This is an optimization exercise on Yosys and OpenROAD, whose aim is small area, not a production implementation. At most, simulation tests tie the RTL to the original design; equivalence was not proved. Power is estimated from default activity; no workload was simulated.

==> v6 <==
==> flow/design.v (excerpt) <==
module Axi_Lite_Uart (
    input         clock,
    input         reset,           
    input  [15:0] s_axi_awaddr,
    input         s_axi_awvalid,
    output        s_axi_awready,
    input  [31:0] s_axi_wdata,
    input         s_axi_wvalid,
    output        s_axi_wready,
    output [1:0]  s_axi_bresp,
    output        s_axi_bvalid,
    input         s_axi_bready,
    input  [15:0] s_axi_araddr,
    input         s_axi_arvalid,
    output        s_axi_arready,
    output [31:0] s_axi_rdata,
    output [1:0]  s_axi_rresp,
    output        s_axi_rvalid,
    input         s_axi_rready,
    input         RxD,
    output        TxD,
    input         CTS,
    output        RTS
);
    genvar k;
    integer i;
    reg        r_awready, r_wready, r_bvalid, r_bresp, r_arready, r_rvalid;
    reg [1:0]  r_awsel;           
    reg        r_awaddr_hz;       
    reg [2:0]  r_arsel;           
    reg [31:0] r_reg1, r_reg2, r_reg3, r_rdata;
    reg        r_rx_valid_d, r_tx_ready_d, tx_ren, tx_ren_lock;
    wire       tx_ready;          
    reg        rx_valid2;         
    wire       tx_full, tx_empty, rx_full, rx_empty;
    reg        tx_rvalid;
    reg  [7:0] rx_q;              
    assign s_axi_awready = r_awready;
    assign s_axi_wready  = r_wready;
    assign s_axi_bvalid  = r_bvalid;
    assign s_axi_bresp   = {r_bresp, 1'b0};
    assign s_axi_arready = r_arready;
    assign s_axi_rvalid  = r_rvalid;
    assign s_axi_rresp   = 2'b00;
    assign s_axi_rdata   = r_rdata;
    assign RTS           = rx_full;
    wire wen     = r_wready & s_axi_wvalid;
    wire rden    = r_rvalid & s_axi_rready;
    wire tx_wen  = r_bvalid & s_axi_bready & (s_axi_awaddr[3:0] == 4'h4);
    wire rx_wen  = rx_valid2 & ~r_rx_valid_d;
    wire rx_ren  = r_arready & s_axi_arvalid;
    wire tx_ready_pe = tx_ready & ~r_tx_ready_d;
    wire r_tx_valid = tx_ren_lock & ~tx_ren & ~tx_rvalid;
  ...
==> flow/config.mk <==
export PLATFORM = sky130hd
export DESIGN_NAME = Axi_Lite_Uart
export DESIGN_NICKNAME = Axi_Lite_Uart
export VERILOG_FILES = /design/flow/design.v
export SDC_FILE = /design/flow/constraint.sdc
export NUM_CORES = 4
export LEC_CHECK = 0
export CAP_MARGIN = 20
export CORE_MARGIN = 2
export CORE_UTILIZATION = 65
export SLEW_MARGIN = 20
export SYNTH_HIERARCHICAL = 1
export SYNTH_MINIMUM_KEEP_SIZE = 0
==> flow/constraint.sdc <==
create_clock -name core_clock -period 6.0 [get_ports {clock}]
set_input_delay 1.2000 -clock core_clock [delete_from_list [all_inputs] [get_ports {clock}]]
set_output_delay 1.2000 -clock core_clock [all_outputs]
set_load 0.01 [all_outputs]
standard.sh (not shown) runs the stock make flow with config.mk's settings and CLKGATE_MAP_FILE= SYNTH_SCRIPT=/design/flow/synth_recipe.tcl, a recipe that flattens the netlist after the stock synthesis.
==> flow/flow/run.sh <==
#!/bin/bash
# Standard ORFS layout (the standard.sh) with two changes:
#  - port buffers use the smallest buffer cell instead of the resizer's pick;
#  - CTS clusters up to 30 sinks within 200 um and inserts no dummy loads.
# make's full output goes to standard.log; ORFS keeps per-step logs in orfs/logs.
set -euo pipefail
bash standard.sh \
  "BUFFER_PORTS_ARGS=-buffer_cell sky130_fd_sc_hd__buf_1" \
  "CTS_ARGS=-sink_clustering_enable -repair_clock_nets -dont_use_dummy_load -sink_clustering_size 16 -sink_clustering_max_diameter 100 -buf_list sky130_fd_sc_hd__clkbuf_8" \
  "ABC_LOAD_IN_FF=1" \
  finish > standard.log 2>&1
==> inputs of v1, as changes to v6 <==
--- a/flow/design.v
+++ b/flow/design.v
@@ -64,16 +64,82 @@
     output b,
     output g
 );
     assign c = q;
     assign d = ~(q | z);
     assign b = ~q | nv;
     assign g = q & nh;
 endmodule
+module slice_p23 (
+    input  q,
+    input  c,
+    input  b,
+    input  g,
+    input  z,
+    input  dv,
+    output d,
+    output cn,
+    output bn,
+    output gn
+);
+    wire ns, bg, bp;
+    g_xnor2 u_s  (.a(q), .b(c), .y(ns));
+    g_nand2 u_c  (.a(q), .b(c), .y(cn));
+    g_nor2  u_d  (.a(ns), .b(z), .y(d));
+    g_nor2  u_bg (.a(ns), .b(dv), .y(bg));
+    g_nand2 u_bp (.a(ns), .b(dv), .y(bp));
+    g_a21oi u_b  (.a1(bp), .a2(b), .b1(bg), .y(bn));
+    g_nor2  u_g  (.a(q), .b(g), .y(gn));
+endmodule
+module g_maj3 (input a, input b, input c, output y); assign y = (a & b) | (a & c) | (b & c); endmodule
+module slice_pm (
+    input  q,
+    input  c,
+    input  b,
+    input  g,
+    input  z,
+    input  dv,
+    input  nh,
+    output d,
+    output cn,
+    output bn,
+    output go
+);
+    wire ns, bg, bp;
+    g_xnor2 u_s  (.a(q), .b(c), .y(ns));
+    g_nand2 u_c  (.a(q), .b(c), .y(cn));
+    g_nor2  u_d  (.a(ns), .b(z), .y(d));
+    g_nor2  u_bg (.a(ns), .b(dv), .y(bg));
+    g_nand2 u_bp (.a(ns), .b(dv), .y(bp));
+    g_a21oi u_b  (.a1(bp), .a2(b), .b1(bg), .y(bn));
+    g_maj3  u_g  (.a(q), .b(nh), .c(g), .y(go));
+endmodule
+module slice_nm (
+    input  q,
+    input  cn,
+    input  bn,
+    input  g,
+    input  z,
+    input  nv,
+    input  nh,
+    output d,
+    output c,
+    output b,
+    output go
+);
+    wire s, bgn, bpn;
+    g_xnor2 u_s  (.a(q), .b(cn), .y(s));
+    g_nor2b u_c  (.a(cn), .bn(q), .y(c));
+    g_nor2b u_d  (.a(z), .bn(s), .y(d));
+    g_nand2 u_bg (.a(s), .b(nv), .y(bgn));
+    g_nor2  u_bp (.a(s), .b(nv), .y(bpn));
+    g_o21ai u_b  (.a1(bpn), .a2(bn), .b1(bgn), .y(b));
+    g_maj3  u_g  (.a(q), .b(nh), .c(g), .y(go));
+endmodule
 `timescale 1ns / 1ps
 module g_a222oi (input a1, input a2, input b1, input b2, input c1, input c2, output y);
     assign y = ~((a1 & a2) | (b1 & b2) | (c1 & c2));
 endmodule
 module g_a22oi (input a1, input a2, input b1, input b2, output y);
     assign y = ~((a1 & a2) | (b1 & b2));
 endmodule
 module g_nand3 (input a, input b, input c, output y); assign y = ~(a & b & c); endmodule
@@ -312,16 +378,17 @@
     wire [23:0] div_num   = r_reg2[23:0];
     wire [3:0]  data_bit  = r_reg2[31:28];
     wire [1:0]  stop_bit  = r_reg2[27:26];
     wire [1:0]  check_bit = r_reg2[25:24];
     wire [4:0]  sum_ds   = {1'b0, data_bit} + {3'b0, stop_bit};    
     wire [4:0]  sum_ds1  = sum_ds + 5'd1;                          
     wire [4:0]  db1      = {1'b0, data_bit} + 5'd1;                
     wire        par_none = (check_bit == 2'd0);
+    wire [4:0]  end_cnt  = par_none ? {1'b0, sum_ds[3:0]} : sum_ds1;
     wire [23:0] nl = ~div_num;
     wire        div_zero = ~|div_num;
     reg  [23:0] tx_div_cnt, rx_div_cnt;
     reg         tx_u_clk, tx_u_clk_d, rx_u_clk, rx_u_clk_d;
     wire        tx_tick = tx_u_clk & ~tx_u_clk_d;
     wire        rx_tick = rx_u_clk & ~rx_u_clk_d;
     wire        rx_clr;
     wire [23:0] tx_nxt, rx_nxt;
@@ -329,17 +396,32 @@
     wire        tx_z, rx_z;
     slice_0 u_tx_s0 (.q(tx_div_cnt[0]), .z(tx_z), .nv(nl[0]), .nh(nl[1]),
         .d(tx_nxt[0]), .c(tx_c[1]), .b(tx_b[1]), .g(tx_g[1]));
     slice_0 u_rx_s0 (.q(rx_div_cnt[0]), .z(rx_z), .nv(nl[0]), .nh(nl[1]),
         .d(rx_nxt[0]), .c(rx_c[1]), .b(rx_b[1]), .g(rx_g[1]));
     generate for (k = 1; k < 24; k = k + 1) begin : slice
         wire dh = (k < 23) ? div_num[k+1] : 1'b0;
         wire nh = (k < 23) ? nl[k+1] : 1'b1;
-        if (k % 2 == 1) begin : p
+        if (k == 23) begin : p
+            slice_p23 u_tx (.q(tx_div_cnt[k]), .c(tx_c[k]), .b(tx_b[k]), .g(tx_g[k]), .z(tx_z),
+                .dv(div_num[k]), .d(tx_nxt[k]), .cn(tx_c[k+1]), .bn(tx_b[k+1]), .gn(tx_g[k+1]));
+            slice_p23 u_rx (.q(rx_div_cnt[k]), .c(rx_c[k]), .b(rx_b[k]), .g(rx_g[k]), .z(rx_z),
+                .dv(div_num[k]), .d(rx_nxt[k]), .cn(rx_c[k+1]), .bn(rx_b[k+1]), .gn(rx_g[k+1]));
+        end else if (k <= 8 && k % 2 == 1) begin : pm
+            slice_pm u_tx (.q(tx_div_cnt[k]), .c(tx_c[k]), .b(tx_b[k]), .g(tx_g[k]), .z(tx_z),
+                .dv(div_num[k]), .nh(nh), .d(tx_nxt[k]), .cn(tx_c[k+1]), .bn(tx_b[k+1]), .go(tx_g[k+1]));
+            slice_pm u_rx (.q(rx_div_cnt[k]), .c(rx_c[k]), .b(rx_b[k]), .g(rx_g[k]), .z(rx_z),
+                .dv(div_num[k]), .nh(nh), .d(rx_nxt[k]), .cn(rx_c[k+1]), .bn(rx_b[k+1]), .go(rx_g[k+1]));
+        end else if (k <= 8) begin : nm
+            slice_nm u_tx (.q(tx_div_cnt[k]), .cn(tx_c[k]), .bn(tx_b[k]), .g(tx_g[k]), .z(tx_z),
+                .nv(nl[k]), .nh(nh), .d(tx_nxt[k]), .c(tx_c[k+1]), .b(tx_b[k+1]), .go(tx_g[k+1]));
+            slice_nm u_rx (.q(rx_div_cnt[k]), .cn(rx_c[k]), .bn(rx_b[k]), .g(rx_g[k]), .z(rx_z),
+                .nv(nl[k]), .nh(nh), .d(rx_nxt[k]), .c(rx_c[k+1]), .b(rx_b[k+1]), .go(rx_g[k+1]));
+        end else if (k % 2 == 1) begin : p
             slice_p u_tx (.q(tx_div_cnt[k]), .c(tx_c[k]), .b(tx_b[k]), .g(tx_g[k]), .z(tx_z),
                 .dv(div_num[k]), .dh(dh), .d(tx_nxt[k]), .cn(tx_c[k+1]), .bn(tx_b[k+1]), .gn(tx_g[k+1]));
             slice_p u_rx (.q(rx_div_cnt[k]), .c(rx_c[k]), .b(rx_b[k]), .g(rx_g[k]), .z(rx_z),
                 .dv(div_num[k]), .dh(dh), .d(rx_nxt[k]), .cn(rx_c[k+1]), .bn(rx_b[k+1]), .gn(rx_g[k+1]));
         end else begin : n
             slice_n u_tx (.q(tx_div_cnt[k]), .cn(tx_c[k]), .bn(tx_b[k]), .gn(tx_g[k]), .z(tx_z),
                 .nv(nl[k]), .nh(nh), .d(tx_nxt[k]), .c(tx_c[k+1]), .b(tx_b[k+1]), .g(tx_g[k+1]));
             slice_n u_rx (.q(rx_div_cnt[k]), .cn(rx_c[k]), .bn(rx_b[k]), .gn(rx_g[k]), .z(rx_z),
@@ -399,17 +481,17 @@
     end
     always @(posedge clock) begin
         if (tx_tick & rx_valid & ~rx_valid1) rx_hold <= rx_data;
     end
     reg [3:0] rx_cnt_u;
     reg [7:0] rx_sr;
     reg       rx_vld, rx_chk;
     wire [4:0] rx_cnt_inc  = {1'b0, rx_cnt_u} + 5'd1;
-    wire       rx_end_frame = par_none ? (rx_cnt_u == sum_ds[3:0]) : ({1'b0, rx_cnt_u} == sum_ds1);
+    wire       rx_end_frame = ({1'b0, rx_cnt_u} == end_cnt);
     wire       rx_in_data   = (rx_cnt_u != 4'd0) & (rx_cnt_u <= data_bit);
     wire       rx_at_db     = (rx_cnt_u == data_bit);
     wire       rx_at_db1    = ({1'b0, rx_cnt_u} == db1);
     assign rx_valid = rx_vld;
     assign rx_data  = rx_sr;
     wire       rsr_sh = reset & rx_tick & rx_in_data;
     wire       rsr_hd = reset & ~(rx_tick & rx_in_data);
     wire [7:0] rsr_nxt;
@@ -469,17 +551,17 @@
             tx_out   <= 1'b1;
             tx_chk   <= 1'b0;
         end else if (tx_tick) begin
             tx_cts <= CTS;
             if (tx_active)
                 tx_rdy <= 1'b0;
             else if (par_none ? (tx_cnt_inc == sum_ds) : (tx_cnt_u == sum_ds[3:0]))
                 tx_rdy <= 1'b1;
-            if (par_none ? (tx_cnt_u == sum_ds[3:0]) : ({1'b0, tx_cnt_u} == sum_ds1))
+            if ({1'b0, tx_cnt_u} == end_cnt)
                 tx_cnt_u <= 4'd0;
             else if (!tx_rdy)
                 tx_cnt_u <= tx_cnt_inc[3:0];
             if (tx_active)
                 tx_sr0 <= tx_q0;
             else if (!tx_rdy)
                 tx_sr0 <= tx_sr[1];
             if (tx_active)
==> flow/flow/run.sh (replaced) <==
#!/bin/bash
# Standard ORFS layout (the standard.sh) with these changes:
#  - ABC maps with a 1 fF output load, so the one-gate modules of the
#    hierarchical synthesis come out at drive strength 1;
#  - port buffers use the smallest buffer cell instead of the resizer's pick;
#  - CTS uses clkbuf_8, clusters up to 16 sinks within 100 um and inserts
#    no dummy loads.
# make's full output goes to standard.log; ORFS keeps per-step logs in orfs/logs.
set -euo pipefail
bash standard.sh \
  "BUFFER_PORTS_ARGS=-buffer_cell sky130_fd_sc_hd__buf_1" \
  "CTS_ARGS=-sink_clustering_enable -repair_clock_nets -dont_use_dummy_load -sink_clustering_size 16 -sink_clustering_max_diameter 100 -buf_list sky130_fd_sc_hd__clkbuf_8" \
  "ABC_LOAD_IN_FF=1" \
  finish > standard.log 2>&1
- CAP_MARGIN: 20 -> 10
- CORE_UTILIZATION: 65 -> 72
- SLEW_MARGIN: 20 -> 10
==> inputs of v25, as changes to v6 <==
--- a/flow/design.v
+++ b/flow/design.v
@@ -64,16 +64,82 @@
     output b,
     output g
 );
     assign c = q;
     assign d = ~(q | z);
     assign b = ~q | nv;
     assign g = q & nh;
 endmodule
+module slice_p23 (
+    input  q,
+    input  c,
+    input  b,
+    input  g,
+    input  z,
+    input  dv,
+    output d,
+    output cn,
+    output bn,
+    output gn
+);
+    wire ns, bg, bp;
+    g_xnor2 u_s  (.a(q), .b(c), .y(ns));
+    g_nand2 u_c  (.a(q), .b(c), .y(cn));
+    g_nor2  u_d  (.a(ns), .b(z), .y(d));
+    g_nor2  u_bg (.a(ns), .b(dv), .y(bg));
+    g_nand2 u_bp (.a(ns), .b(dv), .y(bp));
+    g_a21oi u_b  (.a1(bp), .a2(b), .b1(bg), .y(bn));
+    g_nor2  u_g  (.a(q), .b(g), .y(gn));
+endmodule
+module g_maj3 (input a, input b, input c, output y); assign y = (a & b) | (a & c) | (b & c); endmodule
+module slice_pm (
+    input  q,
+    input  c,
+    input  b,
+    input  g,
+    input  z,
+    input  dv,
+    input  nh,
+    output d,
+    output cn,
+    output bn,
+    output go
+);
+    wire ns, bg, bp;
+    g_xnor2 u_s  (.a(q), .b(c), .y(ns));
+    g_nand2 u_c  (.a(q), .b(c), .y(cn));
+    g_nor2  u_d  (.a(ns), .b(z), .y(d));
+    g_nor2  u_bg (.a(ns), .b(dv), .y(bg));
+    g_nand2 u_bp (.a(ns), .b(dv), .y(bp));
+    g_a21oi u_b  (.a1(bp), .a2(b), .b1(bg), .y(bn));
+    g_maj3  u_g  (.a(q), .b(nh), .c(g), .y(go));
+endmodule
+module slice_nm (
+    input  q,
+    input  cn,
+    input  bn,
+    input  g,
+    input  z,
+    input  nv,
+    input  nh,
+    output d,
+    output c,
+    output b,
+    output go
+);
+    wire s, bgn, bpn;
+    g_xnor2 u_s  (.a(q), .b(cn), .y(s));
+    g_nor2b u_c  (.a(cn), .bn(q), .y(c));
+    g_nor2b u_d  (.a(z), .bn(s), .y(d));
+    g_nand2 u_bg (.a(s), .b(nv), .y(bgn));
+    g_nor2  u_bp (.a(s), .b(nv), .y(bpn));
+    g_o21ai u_b  (.a1(bpn), .a2(bn), .b1(bgn), .y(b));
+    g_maj3  u_g  (.a(q), .b(nh), .c(g), .y(go));
+endmodule
 `timescale 1ns / 1ps
 module g_a222oi (input a1, input a2, input b1, input b2, input c1, input c2, output y);
     assign y = ~((a1 & a2) | (b1 & b2) | (c1 & c2));
 endmodule
 module g_a22oi (input a1, input a2, input b1, input b2, output y);
     assign y = ~((a1 & a2) | (b1 & b2));
 endmodule
 module g_nand3 (input a, input b, input c, output y); assign y = ~(a & b & c); endmodule
@@ -312,16 +378,17 @@
     wire [23:0] div_num   = r_reg2[23:0];
     wire [3:0]  data_bit  = r_reg2[31:28];
     wire [1:0]  stop_bit  = r_reg2[27:26];
     wire [1:0]  check_bit = r_reg2[25:24];
     wire [4:0]  sum_ds   = {1'b0, data_bit} + {3'b0, stop_bit};    
     wire [4:0]  sum_ds1  = sum_ds + 5'd1;                          
     wire [4:0]  db1      = {1'b0, data_bit} + 5'd1;                
     wire        par_none = (check_bit == 2'd0);
+    wire [4:0]  end_cnt  = par_none ? {1'b0, sum_ds[3:0]} : sum_ds1;
     wire [23:0] nl = ~div_num;
     wire        div_zero = ~|div_num;
     reg  [23:0] tx_div_cnt, rx_div_cnt;
     reg         tx_u_clk, tx_u_clk_d, rx_u_clk, rx_u_clk_d;
     wire        tx_tick = tx_u_clk & ~tx_u_clk_d;
     wire        rx_tick = rx_u_clk & ~rx_u_clk_d;
     wire        rx_clr;
     wire [23:0] tx_nxt, rx_nxt;
@@ -329,17 +396,32 @@
     wire        tx_z, rx_z;
     slice_0 u_tx_s0 (.q(tx_div_cnt[0]), .z(tx_z), .nv(nl[0]), .nh(nl[1]),
         .d(tx_nxt[0]), .c(tx_c[1]), .b(tx_b[1]), .g(tx_g[1]));
     slice_0 u_rx_s0 (.q(rx_div_cnt[0]), .z(rx_z), .nv(nl[0]), .nh(nl[1]),
         .d(rx_nxt[0]), .c(rx_c[1]), .b(rx_b[1]), .g(rx_g[1]));
     generate for (k = 1; k < 24; k = k + 1) begin : slice
         wire dh = (k < 23) ? div_num[k+1] : 1'b0;
         wire nh = (k < 23) ? nl[k+1] : 1'b1;
-        if (k % 2 == 1) begin : p
+        if (k == 23) begin : p
+            slice_p23 u_tx (.q(tx_div_cnt[k]), .c(tx_c[k]), .b(tx_b[k]), .g(tx_g[k]), .z(tx_z),
+                .dv(div_num[k]), .d(tx_nxt[k]), .cn(tx_c[k+1]), .bn(tx_b[k+1]), .gn(tx_g[k+1]));
+            slice_p23 u_rx (.q(rx_div_cnt[k]), .c(rx_c[k]), .b(rx_b[k]), .g(rx_g[k]), .z(rx_z),
+                .dv(div_num[k]), .d(rx_nxt[k]), .cn(rx_c[k+1]), .bn(rx_b[k+1]), .gn(rx_g[k+1]));
+        end else if (k <= 8 && k % 2 == 1) begin : pm
+            slice_pm u_tx (.q(tx_div_cnt[k]), .c(tx_c[k]), .b(tx_b[k]), .g(tx_g[k]), .z(tx_z),
+                .dv(div_num[k]), .nh(nh), .d(tx_nxt[k]), .cn(tx_c[k+1]), .bn(tx_b[k+1]), .go(tx_g[k+1]));
+            slice_pm u_rx (.q(rx_div_cnt[k]), .c(rx_c[k]), .b(rx_b[k]), .g(rx_g[k]), .z(rx_z),
+                .dv(div_num[k]), .nh(nh), .d(rx_nxt[k]), .cn(rx_c[k+1]), .bn(rx_b[k+1]), .go(rx_g[k+1]));
+        end else if (k <= 8) begin : nm
+            slice_nm u_tx (.q(tx_div_cnt[k]), .cn(tx_c[k]), .bn(tx_b[k]), .g(tx_g[k]), .z(tx_z),
+                .nv(nl[k]), .nh(nh), .d(tx_nxt[k]), .c(tx_c[k+1]), .b(tx_b[k+1]), .go(tx_g[k+1]));
+            slice_nm u_rx (.q(rx_div_cnt[k]), .cn(rx_c[k]), .bn(rx_b[k]), .g(rx_g[k]), .z(rx_z),
+                .nv(nl[k]), .nh(nh), .d(rx_nxt[k]), .c(rx_c[k+1]), .b(rx_b[k+1]), .go(rx_g[k+1]));
+        end else if (k % 2 == 1) begin : p
             slice_p u_tx (.q(tx_div_cnt[k]), .c(tx_c[k]), .b(tx_b[k]), .g(tx_g[k]), .z(tx_z),
                 .dv(div_num[k]), .dh(dh), .d(tx_nxt[k]), .cn(tx_c[k+1]), .bn(tx_b[k+1]), .gn(tx_g[k+1]));
             slice_p u_rx (.q(rx_div_cnt[k]), .c(rx_c[k]), .b(rx_b[k]), .g(rx_g[k]), .z(rx_z),
                 .dv(div_num[k]), .dh(dh), .d(rx_nxt[k]), .cn(rx_c[k+1]), .bn(rx_b[k+1]), .gn(rx_g[k+1]));
         end else begin : n
             slice_n u_tx (.q(tx_div_cnt[k]), .cn(tx_c[k]), .bn(tx_b[k]), .gn(tx_g[k]), .z(tx_z),
                 .nv(nl[k]), .nh(nh), .d(tx_nxt[k]), .c(tx_c[k+1]), .b(tx_b[k+1]), .g(tx_g[k+1]));
             slice_n u_rx (.q(rx_div_cnt[k]), .cn(rx_c[k]), .bn(rx_b[k]), .gn(rx_g[k]), .z(rx_z),
@@ -399,17 +481,17 @@
     end
     always @(posedge clock) begin
         if (tx_tick & rx_valid & ~rx_valid1) rx_hold <= rx_data;
     end
     reg [3:0] rx_cnt_u;
     reg [7:0] rx_sr;
     reg       rx_vld, rx_chk;
     wire [4:0] rx_cnt_inc  = {1'b0, rx_cnt_u} + 5'd1;
-    wire       rx_end_frame = par_none ? (rx_cnt_u == sum_ds[3:0]) : ({1'b0, rx_cnt_u} == sum_ds1);
+    wire       rx_end_frame = ({1'b0, rx_cnt_u} == end_cnt);
     wire       rx_in_data   = (rx_cnt_u != 4'd0) & (rx_cnt_u <= data_bit);
     wire       rx_at_db     = (rx_cnt_u == data_bit);
     wire       rx_at_db1    = ({1'b0, rx_cnt_u} == db1);
     assign rx_valid = rx_vld;
     assign rx_data  = rx_sr;
     wire       rsr_sh = reset & rx_tick & rx_in_data;
     wire       rsr_hd = reset & ~(rx_tick & rx_in_data);
     wire [7:0] rsr_nxt;
@@ -469,17 +551,17 @@
             tx_out   <= 1'b1;
             tx_chk   <= 1'b0;
         end else if (tx_tick) begin
             tx_cts <= CTS;
             if (tx_active)
                 tx_rdy <= 1'b0;
             else if (par_none ? (tx_cnt_inc == sum_ds) : (tx_cnt_u == sum_ds[3:0]))
                 tx_rdy <= 1'b1;
-            if (par_none ? (tx_cnt_u == sum_ds[3:0]) : ({1'b0, tx_cnt_u} == sum_ds1))
+            if ({1'b0, tx_cnt_u} == end_cnt)
                 tx_cnt_u <= 4'd0;
             else if (!tx_rdy)
                 tx_cnt_u <= tx_cnt_inc[3:0];
             if (tx_active)
                 tx_sr0 <= tx_q0;
             else if (!tx_rdy)
                 tx_sr0 <= tx_sr[1];
             if (tx_active)
==> flow/flow/run.sh (replaced) <==
#!/bin/bash
# Standard ORFS layout (the standard.sh) with these changes:
#  - ABC maps with a 1 fF output load, so the one-gate modules of the
#    hierarchical synthesis come out at drive strength 1;
#  - port buffers use the smallest buffer cell instead of the resizer's pick;
#  - CTS uses clkbuf_8, clusters up to 16 sinks within 100 um and inserts
#    no dummy loads.
# make's full output goes to standard.log; ORFS keeps per-step logs in orfs/logs.
set -euo pipefail
bash standard.sh \
  "BUFFER_PORTS_ARGS=-buffer_cell sky130_fd_sc_hd__buf_1" \
  "CTS_ARGS=-sink_clustering_enable -repair_clock_nets -dont_use_dummy_load -sink_clustering_size 16 -sink_clustering_max_diameter 100 -buf_list sky130_fd_sc_hd__clkbuf_8" \
  "ABC_LOAD_IN_FF=1" \
  finish > standard.log 2>&1
- CAP_MARGIN: 20 -> 10
- SLEW_MARGIN: 20 -> 10
==> summary of the runs <==
Against v6, the synthesized cell count of v25 is lower by about 3%. In v1 the sequential share of layout area is higher than in v6, by 0.92 points. Hold slack: v1 > v6 > v25. Via count, lowest first: v25, v1, v6. The highest total power belongs to v6, the lowest to v25. Sequential power is about the same in v25 and v1. Against v6, the clock skew of v25 is higher by 13 ps.
Function not checked in v6: the RTL went through the layout flow alone.

-- afterwards: timing with drivers on the ports --
No port has a modelled driver above. Below, the same layouts with a new extraction and two added sets of constraints. Step 1 (the two cells are an assumption about what drives the block):
set clk [get_ports {clock}]
set_driving_cell -lib_cell sky130_fd_sc_hd__clkbuf_16 $clk
set_driving_cell -lib_cell sky130_fd_sc_hd__buf_2 [delete_from_list [all_inputs] $clk]
Step 2 moves the port delays by t, midway between the first and last clock arrival at a register: inputs arrive t later, outputs are due t later. That takes back most of the time a late clock gives input paths. a / b / c = ideal / step 1 / step 2; a / b = the first two.
| run | shift t [ns] | setup WS [ns] | worst register clock-pin slew, ns | worst slew at a driven data input, ns |
|---|---|---|---|---|
| v6 | 0.619 | 0.707 / 0.707 / 0.707 | 0.11 / 0.11 | 0.08 |
| v1 | 0.615 | 0.609 / 0.609 / 0.609 | 0.12 / 0.12 | 0.08 |
| v25 | 0.615 | 0.723 / 0.723 / 0.723 | 0.11 / 0.11 | 0.09 |
After both steps setup and hold are still met in every run listed.
